What follows belongs to an exercise in optimizing a design on an open flow for small area and a short achievable clock period; a production flow would make more cautious choices.
The RTL was checked by simulation tests, not by an equivalence proof against the original design.
Power figures rest on the tool's default switching activity, not on a simulated workload.

==> module Register_file, before the edit <==
module Register_file(
  input  [4:0]  R_Addr_A,
  input  [4:0]  R_Addr_B,
  input  [4:0]  W_Addr,
  input         Write_Reg,
  input  [31:0] W_Data,
  input         Clk,
  input         Reset,
  output [31:0] R_Data_A,
  output [31:0] R_Data_B
);
reg [31:1] valid;
wire [31:0] q [0:31];
assign q[0] = 32'd0;
genvar g;
generate
  for (g = 1; g < 32; g = g + 1) begin : r
    wire we = Write_Reg & (W_Addr == g);
    reg [31:0] d;
    always @(posedge Clk)
      if (we)
        d <= W_Data;
    always @(posedge Clk or posedge Reset)
      if (Reset)
        valid[g] <= 1'b0;
      else if (we)
        valid[g] <= 1'b1;
    assign q[g] = d;
  end
endgenerate
wire [31:1] sa, sb;
generate
  for (g = 1; g < 32; g = g + 1) begin : s
    assign sa[g] = (R_Addr_A == g) & valid[g];
    assign sb[g] = (R_Addr_B == g) & valid[g];
  end
endgenerate
genvar b, j;
generate
  for (b = 0; b < 32; b = b + 1) begin : rb
    wire [30:0] col;
    for (j = 1; j < 32; j = j + 1) begin : c
      assign col[j-1] = q[j][b];
    end
    wire ya, yb;
    RF_MUX31 ma(.s(sa), .d(col), .y(ya));
    RF_MUX31 mb(.s(sb), .d(col), .y(yb));
    assign R_Data_A[b] = ya;
    assign R_Data_B[b] = yb;
  end
endgenerate
endmodule
clock: 14.0 ns
lec_check: 0
cap_margin: 20
core_margin: 2
core_utilization: 65
place_density: 0.7
setup_slack_margin: 3.0
slew_margin: 20
synth_hierarchical: 1
synth_minimum_keep_size: 0
tns_end_percent: 10
standard.sh (not shown) runs the stock make flow with config.mk's settings and CLKGATE_MAP_FILE= SYNTH_SCRIPT=/design/flow/synth_recipe.tcl, a recipe that flattens the netlist after the stock synthesis.
==> flow/flow/run.sh <==
#!/bin/bash
set -euo pipefail
export BUFFER_PORTS_ARGS="-buffer_cell sky130_fd_sc_hd__buf_4"
export CTS_ARGS="-sink_clustering_enable -repair_clock_nets -dont_use_dummy_load -sink_clustering_size 25 -sink_clustering_max_diameter 80"
export MAX_REPAIR_ANTENNAS_ITER_DRT=8
bash standard.sh > standard.log 2>&1
Change:
--- a/flow/design.v
+++ b/flow/design.v
@@ -189,12 +189,8 @@
   end
 endgenerate
 wire [31:1] sa, sb;
-generate
-  for (g = 1; g < 32; g = g + 1) begin : s
-    assign sa[g] = (R_Addr_A == g) & valid[g];
-    assign sb[g] = (R_Addr_B == g) & valid[g];
-  end
-endgenerate
+RF_DEC dec_a(.addr(R_Addr_A), .valid(valid), .s(sa));
+RF_DEC dec_b(.addr(R_Addr_B), .valid(valid), .s(sb));
 genvar b, j;
 generate
   for (b = 0; b < 32; b = b + 1) begin : rb
@@ -239,6 +235,26 @@
 module RF_NOR2(input a, input b, output y);
 assign y = ~(a | b);
 endmodule
+module RF_DEC(input [4:0] addr, input [31:1] valid, output [31:1] s);
+wire [4:0] na = ~addr;
+wire [7:0] hn;
+wire [31:1] ln;
+genvar h, g;
+generate
+  for (h = 0; h < 8; h = h + 1) begin : hi
+    RF_NAND3 n(.a(h[2] ? addr[4] : na[4]), .b(h[1] ? addr[3] : na[3]),
+               .c(h[0] ? addr[2] : na[2]), .y(hn[h]));
+  end
+  for (g = 1; g < 32; g = g + 1) begin : lo
+    RF_NAND3 n(.a(g[1] ? addr[1] : na[1]), .b(g[0] ? addr[0] : na[0]),
+               .c(valid[g]), .y(ln[g]));
+    RF_NOR2 o(.a(hn[g/4]), .b(ln[g]), .y(s[g]));
+  end
+endgenerate
+endmodule
+module RF_NAND3(input a, input b, input c, output y);
+assign y = ~(a & b & c);
+endmodule
 `timescale 1ns / 1ps
 module OP_YIMA(
   input  [31:0] inst,
The new run completed without violations.
Cell count goes up by about 1.3%.
Maximum frequency decreases by about 1.5%.
Utilization came out higher by 1.6 points.
Wire length goes up by 5.8%.
Via count came out higher by 3.4%.
Design area went up by about 2%.
Setup slack got worse by 0.18 ns.
Die area hardly moves.
Clock-buffer cell count goes up by 1.
Sequential power is about the same.
Synthesized area stays flat.
First-iteration DRC count climbs by 10%.
Synthesized cell count climbs by about 0.3%.
Flip-flop and latch count does not change.

## what the ideal ports hide
How much do the figures lean on ideal ports? The routed layouts below were timed once more, with nothing changed but the port constraints.
Step 1 sets driving cells, clkbuf_16 on the clock port and buf_2 on the other inputs (assumed; they add their load-dependent delay and slew).
Step 2 moves the port delays by t, midway between the first and last clock arrival at a register: inputs arrive t later, outputs are due t later. That takes back most of the time a late clock gives input paths.
a / b / c = ideal / step 1 / step 2; a / b = the first two.
| run | t (ns) | setup WS [ns] | hold slack, ns | worst data-port slew with drivers (ns) |
|---|---|---|---|---|
| the first run | 0.909 | 2.710 / 2.683 / 2.683 | 0.507 / 0.507 / 0.507 | 0.06 |
| the second run | 0.922 | 2.534 / 2.441 / 2.441 | 0.536 / 0.536 / 0.536 | 0.18 |
After both steps every run listed still meets setup and hold. For the second run, which loses most, drivers alone change the setup slack by -0.093 ns; drivers and shift together by -0.093 ns.
